Source: an optimization exercise on an open RTL-to-GDS flow (aim: small area and a short achievable clock period). Production flows keep margins and buffers that such runs may drop. No run shown here included a check of the RTL's function; only the layout flow was run. In every run shown here, the design's own scripts or RTL, not TritonCTS, make the clock network. No driver is modelled on the clock port, so clock power and skew are understated where the tree is cut down; a real chip needs a root buffer or a tree. Power figures rest on the tool's default switching activity, not on a simulated workload.

### flow/run.sh
#!/bin/bash
# The standard flow's own layout (standard.sh), with one change in its clock tree synthesis step:
# flow/post_cts.tcl (which runs flow/ctree.tcl), sourced at the end of ORFS's cts.tcl
# (POST_CTS_TCL), replaces the
# clock tree with a two-level one (clock port -> 4 buffers -> 72 leaf buffers -> flip-flops).
# standard.sh's output goes to standard.log, each tool's to ORFS's own logs under orfs/logs.
set -euo pipefail
export CTS_ARGS="-sink_clustering_enable -repair_clock_nets -sink_clustering_size 26 -sink_clustering_max_diameter 80 -dont_use_dummy_load"
export POST_CTS_TCL="$PWD/flow/post_cts.tcl"
export CTREE_LEAVES=72
export CTREE_TOP=sky130_fd_sc_hd__clkbuf_16
export CTREE_LEAF=sky130_fd_sc_hd__clkbuf_16
bash standard.sh finish > standard.log 2>&1
### flow/ctree.tcl
# Sourced by ORFS's cts.tcl at its end (POST_CTS_TCL), after clock_tree_synthesis,
# repair_timing and detailed_placement. It replaces the clock tree with a two-level one:
#   clock port -> 4 top buffers -> CTREE_LEAVES leaf buffers -> flip-flops
# The flip-flops are split into equal-sized compact groups by recursive bisection, one leaf
# buffer at the centre of each, and the leaf buffers likewise into four groups, one top
# buffer at the centre of each. Then the port buffers get a plain buffer cell, and detailed
# placement and timing repair run again, as cts.tcl does after clock_tree_synthesis.

set ct_block [ord::get_db_block]
set ct_db [ord::get_db]
set ct_clknet [[$ct_block findBTerm clk] getNet]
set ct_nleaf [expr {[info exists ::env(CTREE_LEAVES)] ? $::env(CTREE_LEAVES) : 84}]
set ct_ntop 4
set ct_topcell [expr {[info exists ::env(CTREE_TOP)] ? $::env(CTREE_TOP) : "sky130_fd_sc_hd__clkbuf_16"}]
set ct_leafcell [expr {[info exists ::env(CTREE_LEAF)] ? $::env(CTREE_LEAF) : "sky130_fd_sc_hd__clkbuf_16"}]
# the output pin of a clock buffer (X) or inverter (Y)
proc ct_out {inst} {
  set it [$inst findITerm X]
  if {$it eq "NULL"} { set it [$inst findITerm Y] }
  return $it
}

# every clock buffer and inverter below the port, and every flip-flop clock pin
set ct_bufs {}
set ct_sinks {}
set frontier [list $ct_clknet]
while {[llength $frontier]} {
  set next {}
  foreach net $frontier {
    foreach it [$net getITerms] {
      if {![$it isInputSignal]} { continue }
      set inst [$it getInst]
      set m [[$inst getMaster] getName]
      if {[string match "*clkbuf*" $m] || [string match "*clkinv*" $m]} {
        lappend ct_bufs $inst
        lappend next [[ct_out $inst] getNet]
      } else {
        lappend ct_sinks $it
      }
    }
  }
  set frontier $next
}
puts "ctree: [llength $ct_sinks] clock pins, [llength $ct_bufs] buffers removed"
foreach it $ct_sinks { $it disconnect }
foreach inst $ct_bufs {
  set onet [[ct_out $inst] getNet]
  odb::dbInst_destroy $inst
  if {$onet ne "NULL"} { odb::dbNet_destroy $onet }
}

# items: {x y payload}; split into k groups of equal size by recursive bisection
proc ct_split {items k} {
  if {$k <= 1} { return [list $items] }
  set n [llength $items]
  set xs [lmap i $items {lindex $i 0}]
  set ys [lmap i $items {lindex $i 1}]
  set w [expr {[tcl::mathfunc::max {*}$xs] - [tcl::mathfunc::min {*}$xs]}]
  set h [expr {[tcl::mathfunc::max {*}$ys] - [tcl::mathfunc::min {*}$ys]}]
  set axis [expr {$w >= $h ? 0 : 1}]
  set sorted [lsort -real -index $axis $items]
  set k1 [expr {$k / 2}]
  set n1 [expr {int(round(double($n) * $k1 / $k))}]
  return [concat [ct_split [lrange $sorted 0 [expr {$n1 - 1}]] $k1] \
                 [ct_split [lrange $sorted $n1 end] [expr {$k - $k1}]]]
}
proc ct_centre {items} {
  set sx 0.0; set sy 0.0
  foreach i $items { set sx [expr {$sx + [lindex $i 0]}]; set sy [expr {$sy + [lindex $i 1]}] }
  set n [llength $items]
  return [list [expr {int($sx / $n)}] [expr {int($sy / $n)}]]
}
proc ct_buffer {name cell x y innet} {
  global ct_block ct_db
  set inst [odb::dbInst_create $ct_block [$ct_db findMaster $cell] $name]
  $inst setLocation $x $y
  $inst setPlacementStatus PLACED
  set net [odb::dbNet_create $ct_block "clknet_$name"]
  $net setSigType CLOCK
  [$inst findITerm A] connect $innet
  [ct_out $inst] connect $net
  return $inst
}

set items {}
foreach it $ct_sinks {
  set b [[$it getInst] getBBox]
  lappend items [list [expr {([$b xMin] + [$b xMax]) / 2}] [expr {([$b yMin] + [$b yMax]) / 2}] $it]
}
set leafgroups [ct_split $items $ct_nleaf]

# leaf buffers: first make them (their input nets come later), grouped for the top level
set litems {}
set li 0
foreach g $leafgroups {
  lassign [ct_centre $g] x y
  lappend litems [list $x $y $g $li]
  incr li
}
set topgroups [ct_split $litems $ct_ntop]
set ct_tops {}
set ti 0
foreach tg $topgroups {
  lassign [ct_centre $tg] x y
  set top [ct_buffer "clkbuf_top_$ti" $ct_topcell $x $y $ct_clknet]
  lappend ct_tops $top
  set topnet [[ct_out $top] getNet]
  foreach l $tg {
    lassign $l lx ly g idx
    set leaf [ct_buffer "clkbuf_leaf_$idx" $ct_leafcell $lx $ly $topnet]
    set lnet [[ct_out $leaf] getNet]
    foreach s $g { [lindex $s 2] connect $lnet }
  }
  incr ti
}
puts "ctree: [llength $leafgroups] leaf buffers of [llength [lindex $leafgroups 0]] to [llength [lindex $leafgroups end]] clock pins, $ct_ntop top buffers"

# plain buffers at the ports
foreach inst [$ct_block getInsts] {
  if {[regexp {^(input|output)\d+$} [$inst getName]] && [string match "*clkdlybuf*" [[$inst getMaster] getName]]} {
    $inst swapMaster [$ct_db findMaster sky130_fd_sc_hd__buf_4]
  }
}

proc ct_report {} {
  global ct_tops
  set lat {}
  foreach t $ct_tops {
    set worst 0.0
    set best 1e9
    foreach it [[[ct_out $t] getNet] getITerms] {
      if {![$it isInputSignal]} { continue }
      foreach it2 [[[ct_out [$it getInst]] getNet] getITerms] {
        if {![$it2 isInputSignal]} { continue }
        set a [get_property [get_pins [[$it2 getInst] getName]/[[$it2 getMTerm] getName]] arrival_max_rise]
        if {$a > $worst} { set worst $a }
        if {$a < $best} { set best $a }
      }
    }
    lappend lat [format "%.3f-%.3f" $best $worst]
  }
  puts "ctree: clock pin arrival per top buffer: $lat"
}

detailed_placement
set_propagated_clock [all_clocks]
estimate_parasitics -placement
ct_report
repair_timing_helper
detailed_placement
estimate_parasitics -placement
ct_report
check_placement -verbose
### flow/post_cts.tcl
# Sourced by ORFS's cts.tcl at its end (POST_CTS_TCL), from inside a proc: run ctree.tcl,
# beside this file, at global level.
uplevel #0 [list source [file join [file dirname [file normalize [info script]]] ctree.tcl]]
### standard.sh
#!/bin/bash
# synth_recipe.tcl (not shown) runs the flow's synth.tcl, then flattens the netlist and writes it again
# the make line also repeats each setting of config.mk as NAME=value (left out here)
make -C /OpenROAD-flow-scripts/flow DESIGN_CONFIG=/design/flow/config.mk WORK_HOME=/design/flow/orfs CLKGATE_MAP_FILE= SYNTH_SCRIPT=/design/flow/synth_recipe.tcl "${@:-finish}"
### config.mk
export PLATFORM = sky130hd
export DESIGN_NAME = top
export DESIGN_NICKNAME = top
export VERILOG_FILES = /design/flow/design.v
export SDC_FILE = /design/flow/constraint.sdc
export NUM_CORES = 8
export LEC_CHECK = 0
export CAP_MARGIN = 20
export CORE_MARGIN = 2
export CORE_UTILIZATION = 70
export PLACE_DENSITY = 0.8
export SETUP_SLACK_MARGIN = 2.3
export SLEW_MARGIN = 20
### constraint.sdc
create_clock -name core_clock -period 4.0 [get_ports {clk}]
set_input_delay 0.8000 -clock core_clock [delete_from_list [all_inputs] [get_ports {clk}]]
set_output_delay 0.8000 -clock core_clock [all_outputs]
set_load 0.01 [all_outputs]
### design.v
module async_ram_sp (
	input clk, rst_n,
	input MOSI,             
	input ho_d,             
	input ho,               
	input [9:0] sr,         
	output reg [7:0] dout   
	);
function [8:0] ring_slot;    
	input [7:0] a;
	reg [3:0] q;
	reg [2:0] d;     
	reg [1:0] m;     
	begin
		q = a[7:4];
		d = (q >= 4'd15) ? 3'd5 : (q >= 4'd12) ? 3'd4 : (q >= 4'd9) ? 3'd3 :
		    (q >= 4'd6) ? 3'd2 : (q >= 4'd3) ? 3'd1 : 3'd0;
		m = (q == 4'd1 || q == 4'd4 || q == 4'd7 || q == 4'd10 || q == 4'd13) ? 2'd1 :
		    (q == 4'd2 || q == 4'd5 || q == 4'd8 || q == 4'd11 || q == 4'd14) ? 2'd2 : 2'd0;
		if (a[3:2] != 2'b11)
			ring_slot = {1'b0, q, a[3:0]};
		else
			ring_slot = {2'b10, d, m, a[1:0]};
	end
endfunction
wire [8:0] rd_addr = ring_slot({sr[6:0], MOSI});
wire [8:0] wr_addr = ring_slot(sr[7:0]);
reg [1:0] phx, phy;
always @(posedge clk) begin
	phx <= phx + 2'd1;
	if (phx == 2'd3)
		phy <= (phy == 2'd2) ? 2'd0 : phy + 2'd1;
end
wire [1:0] nphx = phx + 2'd1;
wire [1:0] nphy = (phx != 2'd3) ? phy : (phy == 2'd2) ? 2'd0 : phy + 2'd1;
wire [1:0] nnphx = phx + 2'd2;
wire [1:0] nnphy = (phx[1] == 1'b0) ? phy : (phy == 2'd2) ? 2'd0 : phy + 2'd1;
reg [4:0] r_ring, w_ring;    
reg [3:0] r_slot, w_slot;
reg pw, pr;                  
reg [7:0] wbus;              
reg wp;                      
reg wzd;                     
reg [7:0] pf;                
reg w_match, r_match;        
reg w_match_d;               
reg [5:0] rsel_hi;           
reg [3:0] rsel_lo;           
reg [5:0] land_hi;           
reg [3:0] land_lo;           
reg [7:0] tq;                
reg same_ring;               
wire hv = ho & rst_n;                        
wire w_act = (pw & rst_n) | wp;              
wire w_land = w_act & w_match;               
wire wp_d = w_act & ~w_match;                
wire pw_d = hv & (sr[9:8] == 2'b01);
wire lands = rst_n | wp;                     
wire r_new = ho_d & (sr[8:7] == 2'b10);
wire [4:0] nr_ring = ~rst_n ? 5'd0 : r_new ? rd_addr[8:4] : r_ring;
always @(posedge clk) begin
	pw <= pw_d;
	pr <= hv & (sr[9:8] == 2'b11);
	w_match_d <= (nnphx == w_slot[1:0]) & ((nnphy == w_slot[3:2]) | (w_ring == 5'd21) | (w_slot[3:2] == 2'b11));
	w_match <= w_match_d;
	r_match <= (nphx == r_slot[1:0]) & ((nphy == r_slot[3:2]) | (r_ring == 5'd21));
	land_hi <= (w_match_d & (pw_d | wp_d)) ? (6'd1 << w_ring[4:2]) : 6'd0;
	land_lo <= 4'd1 << w_ring[1:0];
	rsel_hi <= 6'd1 << nr_ring[4:2];
	rsel_lo <= 4'd1 << nr_ring[1:0];
	same_ring <= (w_ring == r_ring);
end
wire [22*8-1:0] pre;    
genvar g;
generate
	for (g = 0; g < 22; g = g + 1) begin : rg
		localparam N = (g == 21) ? 4 : 12;
		reg [8*N-1:0] s;
		wire [7:0] nxt = (land_hi[g / 4] & land_lo[g % 4] & lands) ? wbus : s[8*N-1 -: 8];
		always @(posedge clk)
			s <= {s[8*N-9:0], nxt};
		assign pre[8*g +: 8] = s[8*N-9 -: 8];
	end
endgenerate
reg [7:0] grp [0:5];
reg [7:0] tq_d;
integer i, j;
always @(*) begin
	for (j = 0; j < 6; j = j + 1) begin
		grp[j] = 8'd0;
		for (i = 0; i < 4; i = i + 1)
			if (4 * j + i < 22)
				grp[j] = grp[j] | (pre[8*(4*j+i) +: 8] & {8{rsel_lo[i]}});
	end
	tq_d = 8'd0;
	for (j = 0; j < 6; j = j + 1)
		tq_d = tq_d | (grp[j] & {8{rsel_hi[j]}});
end
wire zreq = ~rst_n | wzd;
always @(posedge clk) begin
	tq <= tq_d;
	if (r_match)
		pf <= (w_land && same_ring) ? wbus : tq;
	if (pw_d)
		wbus <= sr[7:0];
	wp <= wp_d;
	wzd <= zreq & wp_d;
	if (hv && sr[9:8] == 2'b00) begin
		w_ring <= wr_addr[8:4];
		w_slot <= wr_addr[3:0];
	end else if (zreq && !wp_d) begin
		w_ring <= 5'd0;
		w_slot <= 4'd0;
	end
	if (~rst_n) begin
		r_ring <= 5'd0;
		r_slot <= 4'd0;
	end else if (r_new) begin
		r_ring <= rd_addr[8:4];
		r_slot <= rd_addr[3:0];
	end
	if (~rst_n)
		dout <= 8'd0;
	else if (pr)
		dout <= pf;
end
endmodule
module slave (
	input MOSI, SS_n, clk, rst_n,
	input [7:0] tx_data,
	output reg MISO,
	output ho_d,                 
	output reg ho,               
	output reg [9:0] shift_reg   
	);
localparam IDLE = 3'b000;
localparam CHK_CMD = 3'b001;
localparam READ_ADD = 3'b010;
localparam READ_DATA = 3'b011;
localparam WRITE = 3'b100;
reg [2:0] cs, ns;
reg [4:0] counter;
reg flag;
reg show;    
wire in_frame = (cs == READ_ADD) || (cs == READ_DATA) || (cs == WRITE);
always @(posedge clk) begin
	if (SS_n)
		counter <= 0;
	else if (cs != IDLE)
		if (cs != READ_DATA && counter == 11)
			counter <= 0;
		else if (cs == READ_DATA && counter == 20)
			counter <= 0;
		else
			counter <= counter + 1;
	else
		counter <= 0;
end
always @(posedge clk)
	shift_reg <= {shift_reg[8:0], MOSI};
always @(posedge clk) begin
	if (~rst_n) begin
		cs <= IDLE;
		flag <= 1'b0;
	end
	else begin
		cs <= ns;
		if (cs == READ_ADD)
			flag <= 1'b1;
		else if (cs == READ_DATA)
			flag <= 1'b0;
	end
end
always @(*) begin
	ns = cs;
	case (cs)
		IDLE:      ns = SS_n ? IDLE : CHK_CMD;
		CHK_CMD:   if (SS_n) ns = IDLE;
		           else if (counter != 0) ns = shift_reg[0] ? (flag ? READ_DATA : READ_ADD) : WRITE;
		READ_ADD,
		READ_DATA,
		WRITE:     if (SS_n) ns = IDLE;
		default:   ns = IDLE;
	endcase
end
assign ho_d = rst_n && !SS_n && in_frame && counter == 10;
always @(posedge clk) begin
	ho <= ho_d;
	show <= rst_n && !SS_n && cs == READ_DATA && counter >= 12 && counter <= 19;
end
wire [2:0] bit_idx = 3'd4 - counter[2:0];    
always @(posedge clk) begin
	if (~rst_n)
		MISO <= 1'b0;
	else
		MISO <= show && tx_data[bit_idx];
end
endmodule
module top (
    input clk, rst_n, MOSI, SS_n,
    output MISO
    );
wire [9:0] sr;       
wire ho_d;           
wire ho;             
wire [7:0] tx_data;  
slave dut (
    .MOSI(MOSI),
    .SS_n(SS_n),
    .clk(clk),
    .rst_n(rst_n),
    .tx_data(tx_data),
    .MISO(MISO),
    .ho_d(ho_d),
    .ho(ho),
    .shift_reg(sr)
    );
async_ram_sp my_ram (
    .clk(clk),
    .rst_n(rst_n),
    .MOSI(MOSI),
    .ho_d(ho_d),
    .ho(ho),
    .sr(sr),
    .dout(tx_data)
    );
endmodule
==> results of run 1 <==
[cells in the final DEF, fill, tap and decap left out, types with 4 or more instances in the layout]
cell type | Yosys | layout
xor2_1 | 6 | 6
mux2_4 | 2 | 10
inv_1 | 12 | 11
edfxtp_1 | 27 | 27
a21oi_1 | 12 | 11
buf_4 | 1 | 27
nor2b_1 | 26 | 21
mux2_2 | 184 | 176
buf_6 | 1 | 8
dfxtp_2 | 0 | 13
a211oi_1 | 7 | 7
mux2i_1 | 16 | 15
and2_1 | 7 | 6
nand3_1 | 13 | 12
nor2_2 | 2 | 4
nand2_2 | 0 | 6
a22oi_2 | 0 | 24
dfxtp_1 | 2125 | 2109
nor3_1 | 9 | 8
a22oi_1 | 105 | 81
o21ai_0 | 8 | 6
clkbuf_16 | 0 | 76
xnor2_1 | 8 | 8
nor2_4 | 0 | 5
nor2_1 | 40 | 33
nand2_4 | 1 | 22
nand2_1 | 80 | 53
nor2b_4 | 0 | 4
nand2b_1 | 5 | 4
a22o_1 | 9 | 9
[worst register-to-register path: cells and delay by family (launching register included)]
kind	cells	cell delay [ns]
AO/OA/AOI/OAI	2	0.45
adder cells (fa/ha/maj)	1	0.12
buffers and inverters	3	0.39
flip-flops	1	0.36
AND/OR/NAND/NOR	2	0.39
[worst max path at each step]
stage	end	slack, ns	from
floorplan	my_ram.rsel_hi[1]	2.09	SS_n
global placement	my_ram.rsel_hi[3]	1.17	rst_n
detailed placement	my_ram.rsel_hi[3]	1.09	rst_n
global route	my_ram.rsel_lo[1]	2.15	dut.counter[0]
finish	my_ram.rsel_lo[3]	2.19	SS_n
[through the flow]
step	power (µW)	utilization	hold WS (ns)	cell area, µm²
2_1_floorplan	22000	-	0.310	48600
3_3_place_gp	22000	0.725	0.310	49600
3_5_place_dp	22000	0.725	0.312	49600
5_1_grt	31300	0.761	0.334	52100
6_report	30600	0.761	0.321	52100
[per-layer routing]
layer | global-route usage | part of all wire | up-vias
li1 | - | - | 9150
met4 | 0.0670 | 0.030 | 0
met1 | 0.326 | 0.48 | 9345
met2 | 0.367 | 0.46 | 312
met5 | 0 | 0 | -
met3 | 0.0286 | 0.032 | 140
[Yosys cell counts, types with 3 or more instances]
library cell  instances
a31oi_1               3
a32o_1                3
edfxtp_1             27
and2_1                7
a21oi_1              12
a211oi_1              7
nand2_1              80
clkbuf_1             50
nand3_1              13
mux2i_1              16
buf_2                 3
nand4b_1              3
xnor2_1               8
mux2_2              184
a22o_1                9
dfxtp_1            2125
nor3_1                9
a22oi_1             105
inv_1                12
nor2b_1              26
o21ai_0               8
buf_1                 4
nor2_1               40
nand2b_1              5
xor2_1                6
ha_1                  4
[power breakdown]
group / switching [µW] / total, µW / internal, µW / leakage (µW)
sequential: 25.3 / 21500 / 21500 / 0.0174
clock: 5630 / 9020 / 3400 / 0.000937
combinational: 45.6 / 77.0 / 31.3 / 0.00267
[final cells by class]
class	instances	area, µm²
Sequential cell	2152	43400
Fill cell	3519	16400
Multi-Input combinational cell	586	5230
Buffer	76	1900
Tap cell	882	1100
Timing Repair Buffer	42	412
Inverter	14	60.1
[kinds of logic (layout without fill, tap and decap cells)]
kind of cell             count (synthesis)  after routing  synth area share
AO/OA/AOI/OAI                          162            162            0.0251
flip-flops                            2152           2152             0.897
multiplexers                           204            204            0.0478
XOR/XNOR                                14             14           0.00254
adder cells (fa/ha/maj)                  4              4           0.00104
AND/OR/NAND/NOR                        202            202            0.0202
buffers and inverters                   73            132           0.00609
==> metrics.md, run 1 <==
| Metric | Value |
|---|---|
| Status | `timing/DRC/antenna clean` |
| # diodes | `0` |
| Sequential fraction of the synthesis area | `0.897` |
| Max Cap Viol | `0` |
| Core Region | `68500 µm²` |
| Worst-skew pair later-pin latency | `between 0.5 and 0.6 ns` |
| Critical-path cell list | `clkdlybuf4s15_2 > and4b_1 > o2111ai_4 > buf_6 > buf_6 > o211a_4 > and2_1` |
| Total negative slack | `0 ns` |
| Synth unique cells | `57` |
| CP Class | `in2reg` |
| DR iter-0 viols | `1325` |
| Kind of cell adding the most delay to the critical path | `buffers and inverters` |
| Cell count of the worst reg-to-reg path | `8` |
| GR Util All Layers | `0.227` |
| Critical path required time | `4.42 ns` |
| Vias | `roughly 19000` |
| Worst slew pin tran | `0.708 ns` |
| Yosys warning total | `3` |
| CP Launch Type | `input pin` |
| # clock sinks | `approximately 2200` |
| R2r setup slk | `2.21 ns` |
| Global-route wire length before repair | `120000 µm` |
| DRC Markers | `0` |
| Vias in the first global route | `19800` |
| Area growth syn-to-layout | `7.80%` |
| #FFs+latches synth | `2152` |
| Vias/cell | `5.05` |
| DIE WIDTH | `267 µm` |
| Min Tclk post-route | `roughly 1.8 ns` |
| Worst hold path depth | `0` |
| Max-slew headroom | `0.528` |
| CP Buf/Inv Count | `3` |
| Worst setup margin | `2.19 ns` |
| I/O pins | `5` |
| Post-route ant nets | `0` |
| Worst R2R Start | `dut.counter[0]` |
| Worst Path Max Fanout | `5` |
| Mapped Avg Cell Area | `17.2 µm²` |
| Worst R2R End | `my_ram.rsel_lo[3]` |
| Post-synthesis instance total | `roughly 2800` |
| Hold path startpoint | `my_ram.rg[16].s[39]` |
| Min-delay worst type | `reg2reg` |
| Post-synth top area cell | `dfxtp_1` |
| Layout Nets | `~2900` |
| Period utilization | `0.452` |
| WP data arrival | `2.22 ns` |
| Die ar. | `71100 µm²` |
| Port bufs | `4` |
| CP Capture Type | `register` |
| Largest net degree at the start of global routing | `41` |
| WHS Endpoint | `my_ram.rg[16].s[47]` |
| Max FFs per register | `2048` |
| Leak | `0.0210 µW` |
| Gr ovfl total | `0` |
| Final setup viols | `0` |
| DP HPWL | `approximately 44000 µm` |
| Largest cells by area after synthesis | `dfxtp_1 88%, mux2_2 4.3%, edfxtp_1 1.7%, a22oi_1 1.6%, nand2_1 0.62%` |
| Clock-pin slew on the worst setup and hold paths | `about 0.12 ns` |
| Antenna violations before repair | `1` |
| Layout cell share with drive strength beyond 1 | `0.145` |
| Worst path depth | `7` |
| RSZ-0062 raised after global routing | `true` |
| Fin cells | `3752` |
| Top cell type's share of synthesized area | `0.881` |
| Synth Cell Area | `48300 µm²` |
| Most frequent CP cell | `buf_6` |
| Placed Instances | `3658` |
| PwrDens | `587 nW/µm²` |
| WL/cell | `~21 µm` |
| F_max | `553 MHz` |
| Die H | `267 µm` |
| FP Rows | `96` |
| Slowest-stage cell, CP | `and4b_1` |
| Worst path max stage delay | `0.31 ns` |
| Synth Flop Type | `dfxtp_1` |
| Synth Net Count | `2819` |
| Dpl ws | `1.09 ns` |
| Initial DRT Pass Iterations | `5` |
| Clk_skew | `0.0271 ns` |
| Routed wire length | `roughly 81000 µm` |
| Post-synth EDFFs | `27` |
| Initial core utilization | `0.706` |
| Final slew viol count | `0` |
| Ys async rst share | `0` |
| Placer Congestion | `0.842` |
| Final hold violations | `0` |
| Worst vdd ir | `0.439 mV` |
==> run 2, diff against run 1 <==
--- a/design.v
+++ b/design.v
@@ -58,5 +58,4 @@
 wire lands = rst_n | wp;                     
 wire r_new = ho_d & (sr[8:7] == 2'b10);
-wire [4:0] nr_ring = ~rst_n ? 5'd0 : r_new ? rd_addr[8:4] : r_ring;
 always @(posedge clk) begin
 	pw <= pw_d;
@@ -67,6 +66,6 @@
 	land_hi <= (w_match_d & (pw_d | wp_d)) ? (6'd1 << w_ring[4:2]) : 6'd0;
 	land_lo <= 4'd1 << w_ring[1:0];
-	rsel_hi <= 6'd1 << nr_ring[4:2];
-	rsel_lo <= 4'd1 << nr_ring[1:0];
+	rsel_hi <= 6'd1 << r_ring[4:2];
+	rsel_lo <= 4'd1 << r_ring[1:0];
 	same_ring <= (w_ring == r_ring);
 end
@@ -123,5 +122,5 @@
 		dout <= 8'd0;
 	else if (pr)
-		dout <= pf;
+		dout <= r_match ? tq : pf;
 end
 endmodule
==> run 2 against run 1 <==
Net effect:
- die area is 0.16% higher
- global-route usage rose by 0.18 points
- worst setup slack gained 0.017 ns
- power shrank 0.12%
- via count barely moved
- fmax up 0.93%
- first-iteration DRC count fell by 29%
- sequential power is essentially flat
- sequential cell count stayed put
==> metrics.md, run 2 <==
| Metric | Value |
|---|---|
| Status | `timing/DRC/antenna clean` |
| FP Rows | `96` |
| Vias in the first global route | `19800` |
| Worst Path Max Fanout | `4` |
| Core Region | `68500 µm²` |
| Synth Net Count | `2825` |
| #FFs+latches synth | `2152` |
| Ys async rst share | `0` |
| Commonest non-fill, non-tap cell in the layout | `dfxtp_1` |
| Initial core utilization | `0.707` |
| Max Cap Viol | `0` |
| Min-delay worst type | `reg2reg` |
| Worst setup margin | `2.21 ns` |
| Total negative slack | `0 ns` |
| # diodes | `0` |
| Dpl ws | `0.993 ns` |
| Worst-skew pair later-pin latency | `0.52 ns` |
| Sequential fraction of the synthesis area | `0.896` |
| Post-route ant nets | `0` |
| Layout Nets | `2874` |
| Worst slew pin tran | `roughly 0.76 ns` |
| Post-synth top area cell | `dfxtp_1` |
| Area growth syn-to-layout | `7.05%` |
| Die ar. | `71200 µm²` |
| Worst vdd ir | `0.507 mV` |
| Global-route wire length before repair | `between 100000 and 150000 µm` |
| Post-route cell area | `just over 50000 µm²` |
| Post-synthesis instance total | `~2800` |
| WP data arrival | `~2.2 ns` |
| DRC Markers | `0` |
| DR iter-0 viols | `945` |
| I/O pins | `5` |
| Vias/cell | `5.06` |
| Leak | `0.0208 µW` |
| # clock sinks | `between 2000 and 2500` |
| Mapped Avg Cell Area | `between 15 and 20 µm²` |
| CP Launch Type | `register` |
| Top cell type's share of synthesized area | `0.879` |
| Critical path required time | `4.43 ns` |
| PwrDens | `590 nW/µm²` |
| Largest net degree at the start of global routing | `a little over 40` |
| Max-slew headroom | `0.492` |
| Port bufs | `4` |
| GR Util All Layers | `0.229` |
| Most common cell in the netlist | `dfxtp_1` |
| Vias | `18900` |
| Final Util | `0.757` |
| CP Class | `reg2reg` |
| Final slew viol count | `0` |
| Clk_skew | `0.0316 ns` |
| Post-synth EDFFs | `27` |
| Yosys warning total | `3` |
| CP Capture Type | `register` |
| Min Tclk post-route | `about 1.8 ns` |
| Placer Congestion | `0.843` |
| Antenna violations before repair | `0` |
| Synth Cell Area | `48400 µm²` |
| Commonest non-fill, non-tap cells in the layout | `2109 x dfxtp_1, 184 x mux2_2, 93 x a22oi_1, 76 x clkbuf_16, 69 x nand2_1` |
| F_max | `558 MHz` |
| Synth Flop Type | `dfxtp_1` |
| RSZ-0062 raised after global routing | `true` |
| Post-DP Area | `~50000 µm²` |
| Placed Instances | `between 3000 and 4000` |
| Fin cells | `3746` |
| Final setup viols | `0` |
| Layout cell share with drive strength beyond 1 | `0.130` |
| WL/cell | `21.6 µm` |
| Clock-pin slew on the worst setup and hold paths | `between 0.1 and 0.15 ns` |
| Routed wire length | `between 80000 and 90000 µm` |
| Synth top cells by count | `2125 x dfxtp_1, 184 x mux2_2, 105 x a22oi_1` |
| Synth unique cells | `56` |
| DIE WIDTH | `267 µm` |
| Largest cells by area after synthesis | `dfxtp_1 88%, mux2_2 4.3%, edfxtp_1 1.7%, a22oi_1 1.6%, nand2_1 0.72%` |
| Initial DRT Pass Iterations | `5` |
| Gr ovfl total | `0` |
| DP HPWL | `around 47000 µm` |
| Period utilization | `0.448` |
| Die H | `267 µm` |
| Final hold violations | `0` |
| Max FFs per register | `approximately 2000` |
==> run 2: path summary, 6_finish.rpt <==
check	startpoint	endpoint	slack (ns)	cells after the start
worst max-delay path	dut.shift_reg[7]	my_ram.r_slot[3]	2.21	4
worst min-delay path	my_ram.rg[20].s[73]	my_ram.rg[20].s[81]	0.32	0
worst max register to register	dut.shift_reg[7]	my_ram.r_slot[3]	2.21	4
worst min register to register	my_ram.rg[20].s[73]	my_ram.rg[20].s[81]	0.32	0
==> run 2: worst max-delay path, stage by stage (launching register included) <==
cell and delay, ns:
dfxtp_4 0.38, or4b_4 0.57, a2111o_4 0.40, and3_4 0.18
a41o_1 0.19
==> run 2: layout make-up <==
type	instances	area (µm²)
multi-input combinational	592	5020
tap	882	1100
buffer	76	1900
sequential	2152	43400
fill	3645	16700
inverter	8	30.0
timing repair buffer	36	359
==> run 2: cells by family after synthesis <==
| group | Yosys count | share of synthesized area |
|---|---|---|
| multiplexers | 199 | 0.0464 |
| AND/OR/NAND/NOR | 198 | 0.0199 |
| buffers and inverters | 73 | 0.00610 |
| XOR/XNOR | 15 | 0.00271 |
| flip-flops | 2152 | 0.896 |
| AO/OA/AOI/OAI | 176 | 0.0279 |
| adder cells (fa/ha/maj) | 4 | 0.00103 |
==> run 2: power breakdown <==
group          leakage (µW)  internal [µW]  total (µW)  switching (µW)
Clock              0.000937           3400        9000            5600
Sequential           0.0174          21500       21500            23.4
Combinational       0.00249           29.0        71.2            42.2
Total                0.0208          24900       30600            5670
==> run 2: per-layer routing <==
metal,up-vias,GRT usage,share of wire
met3,123,0.0234,0.027
met1,9344,0.321,0.47
met4,0,0.0653,0.027
li1,9185,-,-
met2,297,0.384,0.48
met5,-,0,0
==> run 2: metrics by stage <==
stage | total power, µW | hold slack, ns
floorplan | 22000 | 0.310
global placement | 22000 | 0.310
detailed placement | 22000 | 0.312
global route | 31300 | 0.333
finish | 30600 | 0.319
==> run 3, diff against run 2 <==
--- a/config.mk
+++ b/config.mk
@@ -10,4 +10,4 @@
 export CORE_UTILIZATION = 70
 export PLACE_DENSITY = 0.8
-export SETUP_SLACK_MARGIN = 2.3
+export SETUP_SLACK_MARGIN = 2.26
 export SLEW_MARGIN = 20
==> run 3 against run 2 <==
Net effect:
- routed wire length decreased by 1.9%
- clock power decreased by 0.7%
- final area is essentially flat
- final cell count rose by 0.24%
- global-route usage fell by 0.41 points
- worst setup slack worse by 0.027 ns
- clock skew shrank 0.011 ns
- sequential power about the same
- core utilization about the same
- via count rose by 0.24%
- the layout now fails its checks (antenna violations)
- hold slack gained 0.0082 ns
- power shrank 0.18%
==> metrics.md, run 3 <==
| Metric | Value |
|---|---|
| Total negative slack | `0 ns` |
| Yosys warning total | `3` |
| Min Tclk post-route | `1.82 ns` |
| Worst slew pin tran | `0.792 ns` |
| Initial core utilization | `0.707` |
| Synth Cell Area | `between 40000 and 50000 µm²` |
| Mapped Avg Cell Area | `approximately 17 µm²` |
| Post-synth EDFFs | `27` |
| DR iter-0 viols | `between 1000 and 1500` |
| Synth top cells by count | `2125 x dfxtp_1, 184 x mux2_2, 105 x a22oi_1` |
| Synth Net Count | `about 2800` |
| Placer Congestion | `0.829` |
| I/O pins | `5` |
| Die H | `~270 µm` |
| Commonest non-fill, non-tap cells in the layout | `2111 x dfxtp_1, 184 x mux2_2, 93 x a22oi_1, 76 x clkbuf_16, 75 x nand2_1` |
| Routed wire length | `between 70000 and 80000 µm` |
| Fin cells | `3755` |
| Placed Instances | `3660` |
| Sequential Power Share | `0.704` |
| CP Capture Type | `register` |
| Layout Nets | `2878` |
| Most common cell in the netlist | `dfxtp_1` |
| Layout filler cell count | `3629` |
| DIE WIDTH | `267 µm` |
| Clock-pin slew on the worst setup and hold paths | `about 0.11 ns` |
| Max FFs per register | `2048` |
| WL/cell | `21.2 µm` |
| Gr ovfl total | `0` |
| Leak | `between 0.02 and 0.025 µW` |
| Commonest non-fill, non-tap cell in the layout | `dfxtp_1` |
| Largest net degree at the start of global routing | `41` |
| Comb pwr share | `0.003` |
| Layout cell share with drive strength beyond 1 | `0.128` |
| Global-route wire length before repair | `119000 µm` |
| Sequential fraction of the synthesis area | `0.896` |
| Status | `complete, but fails checks` |
| Synth unique cells | `56` |
| Post-route ant nets | `1` |
| CP Buf/Inv Count | `1` |
| Area growth syn-to-layout | `7.04%` |
| Max-slew headroom | `0.471` |
| Period utilization | `0.455` |
| CP Class | `in2reg` |
| PwrDens | `589 nW/µm²` |
| Ys async rst share | `0` |
| Largest cells by area after synthesis | `dfxtp_1 88%, mux2_2 4.3%, edfxtp_1 1.7%, a22oi_1 1.6%, nand2_1 0.72%` |
| DP HPWL | `45800 µm` |
| Final setup viols | `0` |
| Post-synthesis instance total | `~2800` |
| Top cell type's share of synthesized area | `0.879` |
| Clock power share | `0.293` |
| Critical path required time | `4.41 ns` |
| FP Rows | `96` |
| WP data arrival | `about 2.2 ns` |
| Worst vdd ir | `0.485 mV` |
| Clk_skew | `0.0207 ns` |
| Slowest-stage cell, CP | `a2111o_4` |
| Min-delay worst type | `reg2reg` |
| Die ar. | `71200 µm²` |
| Core Region | `68500 µm²` |
| Final slew viol count | `0` |
| Vias in the first global route | `19600` |
| Worst path max stage delay | `about 0.50 ns` |
| #FFs+latches synth | `2152` |
| Worst Path Max Fanout | `6` |
| F_max | `550 MHz` |
| Initial DRT Pass Iterations | `5` |
| Cell Int Power | `24900 µW` |
| Post-synth top area cell | `dfxtp_1` |
| Max Cap Viol | `0` |
| Worst-skew pair later-pin latency | `0.51 ns` |
| CP Launch Type | `input pin` |
| Vias | `19000` |
| Final hold violations | `0` |
| Port bufs | `4` |
| Vias/cell | `5.06` |
| GR Util All Layers | `0.225` |
| Switch Pwr | `5610 µW` |
| Fail Reasons | `antenna violations` |
| Critical-path cell list | `dlygate4sd2_1 > nand2b_4 > a2111o_4 > and3_4 > a41o_1` |
| # clock sinks | `2152` |
| Kind of cell adding the most delay to the critical path | `compound AO/OA/AOI/OAI gates` |
| Synth Flop Type | `dfxtp_1` |
| DRC Markers | `0` |
| Antenna violations before repair | `2` |
| RSZ-0062 raised after global routing | `true` |
| Switching Fraction | `0.184` |
[run 3: cell count changes in the layout (fill, tap and decap cells not counted), moves of 2 or more]
cell / delta
nand2_2: -6
nand2_1: +6
buf_12: -2
dfxtp_1: +2
dfxtp_2: -3
buf_4: +5
diode_2: +5
[run 3: path summary, 6_finish.rpt]
kind                                          start                   to  slack, ns  depth (start not counted)
worst max-delay path                           SS_n     my_ram.r_slot[3]       2.18                          5
worst min-delay path            my_ram.rg[15].s[72]  my_ram.rg[15].s[80]       0.33                          0
worst max register to register       dut.counter[2]     my_ram.r_slot[3]       2.21                          4
worst min register to register  my_ram.rg[15].s[72]  my_ram.rg[15].s[80]       0.33                          0
[run 3: power by group through the flow]
stage	logic (µW)	clock network (µW)	registers, µW
after detailed placement	65.2	0	22000
after floorplan	57.6	0	22000
after global placement	62.0	0	22000
final	78.4	8940	21500
after global routing	83.6	9700	21500
[run 3: cells by family (layout without fill, tap and decap cells)]
| logic type | count (synthesis) | after routing | synth area share |
|---|---|---|---|
| AND/OR/NAND/NOR | 198 | 198 | 0.0199 |
| buffers and inverters | 73 | 124 | 0.00610 |
| AO/OA/AOI/OAI | 176 | 176 | 0.0279 |
| multiplexers | 199 | 199 | 0.0464 |
| adder cells (fa/ha/maj) | 4 | 4 | 0.00103 |
| XOR/XNOR | 15 | 15 | 0.00271 |
| flip-flops | 2152 | 2152 | 0.896 |
| other | 0 | 5 | 0 |
[run 3: cell type report]
type / count / area [µm²] / area share
Antenna cell: 5 / 12.5 / 0.000242
Buffer: 76 / 1900 / 0.0367
Inverter: 8 / 30.0 / 0.000580
Multi-Input combinational cell: 592 / 4990 / 0.0964
Sequential cell: 2152 / 43400 / 0.838
Tap cell: 882 / 1100 / 0.0213
Timing Repair Buffer: 40 / 370 / 0.00715
[run 3: through the flow]
step	util	setup WS [ns]	hold WS (ns)	area [µm²]	total power, µW
after global routing	0.756	2.15	0.335	51800	31300
after detailed placement	0.724	1.09	0.312	49600	22000
after global placement	0.724	1.07	0.309	49600	22000
final	0.757	2.18	0.327	51800	30500
after floorplan	-	2.06	0.310	48600	22000
[run 3: routing by layer]
metal | vias to the layer above | track usage | part of all wire
met5 | - | 0 | 0
met4 | 0 | 0.0682 | 0.028
met3 | 131 | 0.0235 | 0.033
met2 | 338 | 0.372 | 0.47
met1 | 9343 | 0.317 | 0.47
li1 | 9183 | - | -
==> run 4, diff against run 3 <==
--- a/design.v
+++ b/design.v
@@ -24,5 +24,8 @@
 	end
 endfunction
-wire [8:0] rd_addr = ring_slot({sr[6:0], MOSI});
+reg [8:0] dq;
+always @(posedge clk)
+	dq <= ring_slot({sr[5:0], 2'b00});
+wire [8:0] rd_addr = {dq[8:2], sr[0], MOSI};
 wire [8:0] wr_addr = ring_slot(sr[7:0]);
 reg [1:0] phx, phy;
==> run 4 against run 3 <==
Net effect:
- now clean on timing, DRC and antenna
- fmax increased by 3.5%
- worst setup slack improved by 0.062 ns
- register-to-register slack improved by 0.04 ns
- largest power group unchanged
==> metrics.md, run 4 <==
| Metric | Value |
|---|---|
| Hold path startpoint | `my_ram.rg[16].s[60]` |
| Synth Cell Area | `48700 µm²` |
| GR Util All Layers | `0.224` |
| Adder-cell share of the synthesized area | `0.00103` |
| Die ar. | `approximately 72000 µm²` |
| DR iter-0 viols | `1346` |
| Min-delay worst type | `reg2reg` |
| Total negative slack | `0 ns` |
| Slowest-stage cell, CP | `dfxtp_2` |
| Area growth syn-to-layout | `6.59%` |
| Gr ovfl total | `0` |
| Clock-pin slew on the worst setup and hold paths | `0.11 ns` |
| Ys async rst share | `0` |
| Largest net degree at the start of global routing | `31` |
| Antenna violations before repair | `3` |
| Worst-skew pair later-pin latency | `about 0.5 ns` |
| Worst Path Max Fanout | `1` |
| Worst slew pin tran | `0.773 ns` |
| DP HPWL | `45800 µm` |
| WL/cell | `21.2 µm` |
| Yosys warning total | `3` |
| Top cell type's share of synthesized area | `0.876` |
| Critical path required time | `3.20 ns` |
| Cell count of the worst reg-to-reg path | `5` |
| Sequential fraction of the synthesis area | `0.892` |
| Worst setup margin | `roughly 2.2 ns` |
| Max-slew headroom | `0.484` |
| RSZ-0062 raised after global routing | `true` |
| Worst R2R End | `my_ram.tq[0]` |
| Placer Congestion | `0.787` |
| Clk_skew | `0.0208 ns` |
| Mux share of post-synthesis cell area | `0.0461` |
| #FFs+latches synth | `2159` |
| Worst hold path depth | `0` |
| FP Rows | `96` |
| Global-route wire length before repair | `roughly 120000 µm` |
| Final hold violations | `0` |
| Commonest non-fill, non-tap cells in the layout | `2123 x dfxtp_1, 183 x mux2_2, 85 x a22oi_1, 76 x clkbuf_16, 67 x nand2_1` |
| Worst path max stage delay | `~0.34 ns` |
| Post-synth top area cell | `dfxtp_1` |
| Routed wire length | `around 80000 µm` |
| DIE WIDTH | `approximately 270 µm` |
| Post-route ant nets | `0` |
| Mapped Avg Cell Area | `17.2 µm²` |
| Post-synthesis instance total | `between 2000 and 3000` |
| PwrDens | `around 590 nW/µm²` |
| Final slew viol count | `0` |
| Dpl ws | `just over 1 ns` |
| F_max | `569 MHz` |
| Core Region | `68800 µm²` |
| CP Buf/Inv Count | `1` |
| Largest cells by area after synthesis | `dfxtp_1 88%, mux2_2 4.3%, edfxtp_1 1.7%, a22oi_1 1.6%, nand2_1 0.52%` |
| Area of the multi-input gates | `5100 µm²` |
| Post-Synth XOR/XNOR Area | `0.00270` |
| CP Capture Type | `output port` |
| Layout Nets | `roughly 2900` |
| WHS Endpoint | `my_ram.rg[16].s[68]` |
| Sequential cell area | `43500 µm²` |
| Most common cell in the netlist | `dfxtp_1` |
| Worst vdd ir | `around 0.41 mV` |
| Synth Area in Simple Gates | `0.0228` |
| # clock sinks | `2159` |
| Worst R2R Start | `my_ram.rsel_lo[3]` |
| Synth Flop Type | `dfxtp_1` |
| Layout cell share with drive strength beyond 1 | `0.128` |
| Vias in the first global route | `19500` |
| Kind of cell adding the most delay to the critical path | `flip-flops` |
| Post-synth EDFFs | `27` |
| Max Cap Viol | `0` |
| Status | `timing/DRC/antenna clean` |
| R2r setup slk | `2.25 ns` |
| Critical-path cell list | `buf_6` |
| I/O pins | `5` |
| Die H | `approximately 270 µm` |
| DRC Markers | `0` |
| CP Launch Type | `register` |
| Layout filler cell count | `3561` |
| Synth Net Count | `2838` |
| Largest family of logic cells by synthesized area | `multiplexers` |
| Period utilization | `0.439` |
| Placed Instances | `~3700` |
| Vias/cell | `5.02` |
| Final setup viols | `0` |
| Port bufs | `4` |
| Initial DRT Pass Iterations | `5` |
| CP Class | `reg2out` |
| Vias | `19100` |
| Final Util | `0.755` |
| Min Tclk post-route | `around 1.8 ns` |
| Leak | `0.0209 µW` |
| Max FFs per register | `slightly above 2000` |
| Total power | `approximately 30000 µW` |
| Initial core utilization | `0.708` |
| WP data arrival | `0.96 ns` |
| Synth unique cells | `62` |
| Commonest non-fill, non-tap cell in the layout | `dfxtp_1` |
| Synth top cells by count | `2132 x dfxtp_1, 184 x mux2_2, 106 x a22oi_1` |
| Fin cells | `roughly 3800` |
| Compound-Gate Fraction of Synth Area | `0.0282` |
[run 4: cell count changes after synthesis, sizes merged, moves of 6 or more]
cell	change
buf	+16
o21ai	+6
nand3	+7
clkbuf	-15
dfxtp	+7
[run 4: worst max-delay path by stage]
stage	slack, ns	to	cells after the start	start
after detailed placement	1.01	my_ram.rg[10].s[6]	6	rst_n
final	2.24	MISO	1	dut.MISO
after global routing	2.21	my_ram.r_match	5	my_ram.phx[1]
after floorplan	2.23	my_ram.w_ring[0]	4	rst_n
after global placement	1.14	my_ram.rg[19].s[0]	6	rst_n
[run 4: metal layers]
metal / part of all wire / global-route usage / vias to the layer above
met3: 0.037 / 0.0262 / 155
li1: - / - / 9193
met2: 0.46 / 0.365 / 392
met5: 0 / 0 / -
met1: 0.47 / 0.317 / 9312
met4: 0.033 / 0.0737 / 0
[run 4: layout make-up]
cell class / instances / area share
Tap cell: 931 / 0.0224
Antenna cell: 2 / 0.0000963
Sequential cell: 2159 / 0.837
Buffer: 76 / 0.0366
Timing Repair Buffer: 25 / 0.00450
Multi-Input combinational cell: 593 / 0.0981
Inverter: 11 / 0.000795
[run 4: kinds of logic after synthesis]
group           after synthesis
flops                      2159
mux                         199
simple gates                197
compound gates              178
buf+inv                      78
xor+xnor                     15
fa+ha+maj                     4
[run 4: power by group]
part / switching (µW) / internal (µW) / total, µW
logic: 43.9 / 28.2 / 72.1
clock network: 5580 / 3400 / 8980
registers: 25.4 / 21500 / 21600
total: 5650 / 25000 / 30600
[run 4: metrics by stage]
| stage | instance area, µm² | hold WS [ns] |
|---|---|---|
| after global placement | 49800 | 0.309 |
| after floorplan | 48800 | 0.310 |
| final | 52000 | 0.328 |
| after global routing | 52000 | 0.337 |
| after detailed placement | 49800 | 0.312 |
==> run 5, diff against run 4 <==
--- a/design.v
+++ b/design.v
@@ -24,8 +24,5 @@
 	end
 endfunction
-reg [8:0] dq;
-always @(posedge clk)
-	dq <= ring_slot({sr[5:0], 2'b00});
-wire [8:0] rd_addr = {dq[8:2], sr[0], MOSI};
+wire [8:0] rd_addr = ring_slot({sr[6:0], MOSI});
 wire [8:0] wr_addr = ring_slot(sr[7:0]);
 reg [1:0] phx, phy;
@@ -50,6 +47,5 @@
 reg [5:0] rsel_hi;           
 reg [3:0] rsel_lo;           
-reg [5:0] land_hi;           
-reg [3:0] land_lo;           
+reg [21:0] land;             
 reg [7:0] tq;                
 reg same_ring;               
@@ -67,6 +63,5 @@
 	w_match <= w_match_d;
 	r_match <= (nphx == r_slot[1:0]) & ((nphy == r_slot[3:2]) | (r_ring == 5'd21));
-	land_hi <= (w_match_d & (pw_d | wp_d)) ? (6'd1 << w_ring[4:2]) : 6'd0;
-	land_lo <= 4'd1 << w_ring[1:0];
+	land <= (w_match_d & (pw_d | wp_d)) ? (22'd1 << w_ring) : 22'd0;
 	rsel_hi <= 6'd1 << r_ring[4:2];
 	rsel_lo <= 4'd1 << r_ring[1:0];
@@ -79,5 +74,5 @@
 		localparam N = (g == 21) ? 4 : 12;
 		reg [8*N-1:0] s;
-		wire [7:0] nxt = (land_hi[g / 4] & land_lo[g % 4] & lands) ? wbus : s[8*N-1 -: 8];
+		wire [7:0] nxt = (land[g] & lands) ? wbus : s[8*N-1 -: 8];
 		always @(posedge clk)
 			s <= {s[8*N-9:0], nxt};
--- a/flow/run.sh
+++ b/flow/run.sh
@@ -3,5 +3,5 @@
 # flow/post_cts.tcl (which runs flow/ctree.tcl), sourced at the end of ORFS's cts.tcl
 # (POST_CTS_TCL), replaces the
-# clock tree with a two-level one (clock port -> 4 buffers -> 72 leaf buffers -> flip-flops).
+# clock tree with a two-level one (clock port -> 4 buf_16 buffers -> 72 leaf buffers -> flip-flops).
 # standard.sh's output goes to standard.log, each tool's to ORFS's own logs under orfs/logs.
 set -euo pipefail
@@ -9,5 +9,5 @@
 export POST_CTS_TCL="$PWD/flow/post_cts.tcl"
 export CTREE_LEAVES=72
-export CTREE_TOP=sky130_fd_sc_hd__clkbuf_16
+export CTREE_TOP=sky130_fd_sc_hd__buf_16
 export CTREE_LEAF=sky130_fd_sc_hd__clkbuf_16
 bash standard.sh finish > standard.log 2>&1
--- a/config.mk
+++ b/config.mk
@@ -10,4 +10,4 @@
 export CORE_UTILIZATION = 70
 export PLACE_DENSITY = 0.8
-export SETUP_SLACK_MARGIN = 2.26
+export SETUP_SLACK_MARGIN = 2.3
 export SLEW_MARGIN = 20
==> run 5 against run 4 <==
Net effect:
- via count grew 2.1%
- highest routed layer is now met5
- final cell count grew 1.0%
- synthesized cell count increased by 0.67%
- power increased by 0.60%
- critical path type unchanged
- critical path depth stayed put
- sequential share of layout area shrank 1.9 points
- still clean on timing, DRC and antenna
- die area about the same
- final area up 2.6%
- clock power is 1% higher
- global-route usage rose by 1.9 points
- routed wire length increased by 8.3%
- first-iteration DRC count down 0.37%
==> metrics.md, run 5 <==
| Metric | Value |
|---|---|
| Status | `timing/DRC/antenna clean` |
| Worst vdd ir | `0.465 mV` |
| Min-delay worst type | `reg2reg` |
| Post-synth EDFFs | `27` |
| Worst path max stage delay | `0.40 ns` |
| Slowest-stage cell, CP | `dfxtp_4` |
| Clk_skew | `roughly 0.027 ns` |
| WL/cell | `~23 µm` |
| Worst setup margin | `2.20 ns` |
| Max Cap Viol | `0` |
| DP HPWL | `49000 µm` |
| Dpl ws | `just under 1 ns` |
| Die H | `268 µm` |
| Ys async rst share | `0` |
| Area growth syn-to-layout | `9.45%` |
| CP Class | `reg2out` |
| Final setup viols | `0` |
| Vias | `19500` |
| Synth Flop Type | `dfxtp_1` |
| DR iter-0 viols | `around 1300` |
| Max FFs per register | `2048` |
| Layout cell share with drive strength beyond 1 | `0.140` |
| Initial DRT Pass Iterations | `5` |
| Vias in the first global route | `~20000` |
| Clock-pin slew on the worst setup and hold paths | `0.11 ns` |
| Min Tclk post-route | `between 1.5 and 2 ns` |
| Kind of cell adding the most delay to the critical path | `flip-flops` |
| CP Buf/Inv Count | `1` |
| Period utilization | `0.451` |
| Core Region | `68700 µm²` |
| Max-slew headroom | `0.457` |
| PwrDens | `slightly below 600 nW/µm²` |
| Most common cell in the netlist | `dfxtp_1` |
| Commonest non-fill, non-tap cell in the layout | `dfxtp_1` |
| CP Capture Type | `output port` |
| # clock sinks | `2164` |
| Critical-path cell list | `buf_6` |
| #FFs+latches synth | `2164` |
| Sequential fraction of the synthesis area | `0.895` |
| Synth Cell Area | `48700 µm²` |
| CP Launch Type | `register` |
| Post-synthesis instance total | `2849` |
| Worst slew pin tran | `0.815 ns` |
| Die ar. | `a little over 70000 µm²` |
| Placer Congestion | `around 0.88` |
| Synth Net Count | `roughly 2900` |
| Final hold violations | `0` |
| Critical path required time | `~3.2 ns` |
| Largest net degree at the start of global routing | `42` |
| FP Rows | `between 90 and 100` |
| Port bufs | `4` |
| Global-route wire length before repair | `126000 µm` |
| GR Util All Layers | `0.243` |
| F_max | `554 MHz` |
| Largest cells by area after synthesis | `dfxtp_1 88%, mux2_2 4.3%, edfxtp_1 1.7%, a22oi_1 1.6%, nand2_1 0.74%` |
| DIE WIDTH | `268 µm` |
| Yosys warning total | `3` |
| Final Util | `0.776` |
| Layout Nets | `2914` |
| Total negative slack | `0 ns` |
| Final slew viol count | `0` |
| Worst Path Max Fanout | `1` |
| Synth unique cells | `58` |
| I/O pins | `5` |
| Initial core utilization | `0.709` |
| Post-route ant nets | `0` |
| Routed wire length | `87000 µm` |
| # diodes | `0` |
| Gr ovfl total | `0` |
| Worst-skew pair later-pin latency | `roughly 0.5 ns` |
| WP data arrival | `1.00 ns` |
| Post-synth top area cell | `dfxtp_1` |
| Vias/cell | `5.07` |
| Top cell type's share of synthesized area | `0.878` |
| Leak | `0.0215 µW` |
| Antenna violations before repair | `2` |
| RSZ-0062 raised after global routing | `true` |
| DRC Markers | `0` |
| Synth top cells by count | `2137 x dfxtp_1, 184 x mux2_2, 105 x a22oi_1` |
| Mapped Avg Cell Area | `17.1 µm²` |
| Layout filler cell count | `3499` |
| Commonest non-fill, non-tap cells in the layout | `2118 x dfxtp_1, 176 x mux2_4, 77 x a22oi_1, 72 x clkbuf_16, 69 x nand2_1` |
==> run 5: cell types whose count changed in the layout (fill, tap and decap cells not counted), sizes merged, moves of 5 or more <==
cell	previous run	this run
buf	25	49
nor2b	15	7
nand2	90	96
dfxtp	2132	2137
a211oi	7	2
nand3	22	17
nor2	22	41
o21ai	17	11
==> run 5: power by group <==
| group | switching (µW) | internal [µW] | total, µW |
|---|---|---|---|
| Clock | 5660 | 3440 | 9100 |
| Combinational | 57.0 | 39.6 | 96.5 |
| Sequential | 23.7 | 21600 | 21600 |
==> run 5: path summary, 6_finish.rpt <==
path	depth (start not counted)	to	slack [ns]	startpoint
max	1	MISO	2.20	dut.MISO
min	0	my_ram.rg[3].s[30]	0.32	my_ram.rg[3].s[22]
max reg2reg	6	my_ram.r_ring[1]	2.20	dut.counter[2]
min reg2reg	0	my_ram.rg[3].s[30]	0.32	my_ram.rg[3].s[22]
==> run 5: per-layer routing <==
metal	vias up	global-route usage	routed length, µm
met1	9572	0.335	39100
met3	172	0.0389	4030
met4	2	0.0880	3370
li1	9268	-	-
met5	-	0	14
met2	447	0.394	40500
==> run 5: kinds of logic (layout without fill, tap and decap cells) <==
logic type | count (synthesis) | in the layout | synth area share
adders and majority gates | 4 | 4 | 0.00103
muxes | 199 | 199 | 0.0461
DFF | 2164 | 2164 | 0.895
AOI/OAI and AO/OA | 176 | 176 | 0.0277
buffers and inverters | 73 | 128 | 0.00601
xor gates and xnor gates | 15 | 15 | 0.00270
and+or+nand+nor | 218 | 218 | 0.0213
==> run 5: area by class of cell <==
class	instances	area (µm²)	share of cell area
multi-input combinational	612	6090	0.114
sequential	2164	43600	0.819
inverter	7	26.3	0.000493
timing repair buffer	45	465	0.00873
tap	931	1160	0.0219
buffer	76	1910	0.0359
==> run 5: through the flow <==
stage,instance area (µm²),cells,hold WS (ns),power (µW)
finish,53300,3835,0.322,30800
global route,53300,3835,0.318,31500
detailed placement,50800,3733,0.312,22200
global placement,50800,3733,0.310,22200
floorplan,49800,2849,0.310,22200

[afterwards: timing with drivers on the ports]
In the flow no input, the clock included, has a driving cell. The finished layouts below were timed again as built, in two steps.
Step 1 sets driving cells, clkbuf_16 on the clock port and buf_2 on the other inputs (assumed; they add their load-dependent delay and slew).
Step 2 adds t to the input delays and takes it off the output delays; t is the mean of the earliest and latest rising clock arrival at the registers after step 1. Input paths then give back, and output paths get back, about the clock's delay inside the block.
Slacks: ideal / step 1 / step 2; pairs: ideal / step 1.
run	shift t [ns]	slack for setup (ns)	worst hold slack (ns)	worst setup path after step 2
run 1	0.637	2.192 / 2.116 / 1.667	0.321 / 0.286 / 0.321	input to register
run 2	0.635	2.208 / 2.094 / 1.697	0.319 / 0.307 / 0.319	input to register
run 3	0.627	2.182 / 2.125 / 1.661	0.327 / 0.299 / 0.327	input to register
run 4	0.630	2.244 / 2.112 / 1.824	0.328 / 0.328 / 0.328	input to register
run 5	0.630	2.196 / 2.044 / 1.795	0.322 / 0.293 / 0.322	input to register
For run 1, which loses most, drivers alone change the setup slack by -0.076 ns; drivers and shift together by -0.525 ns.
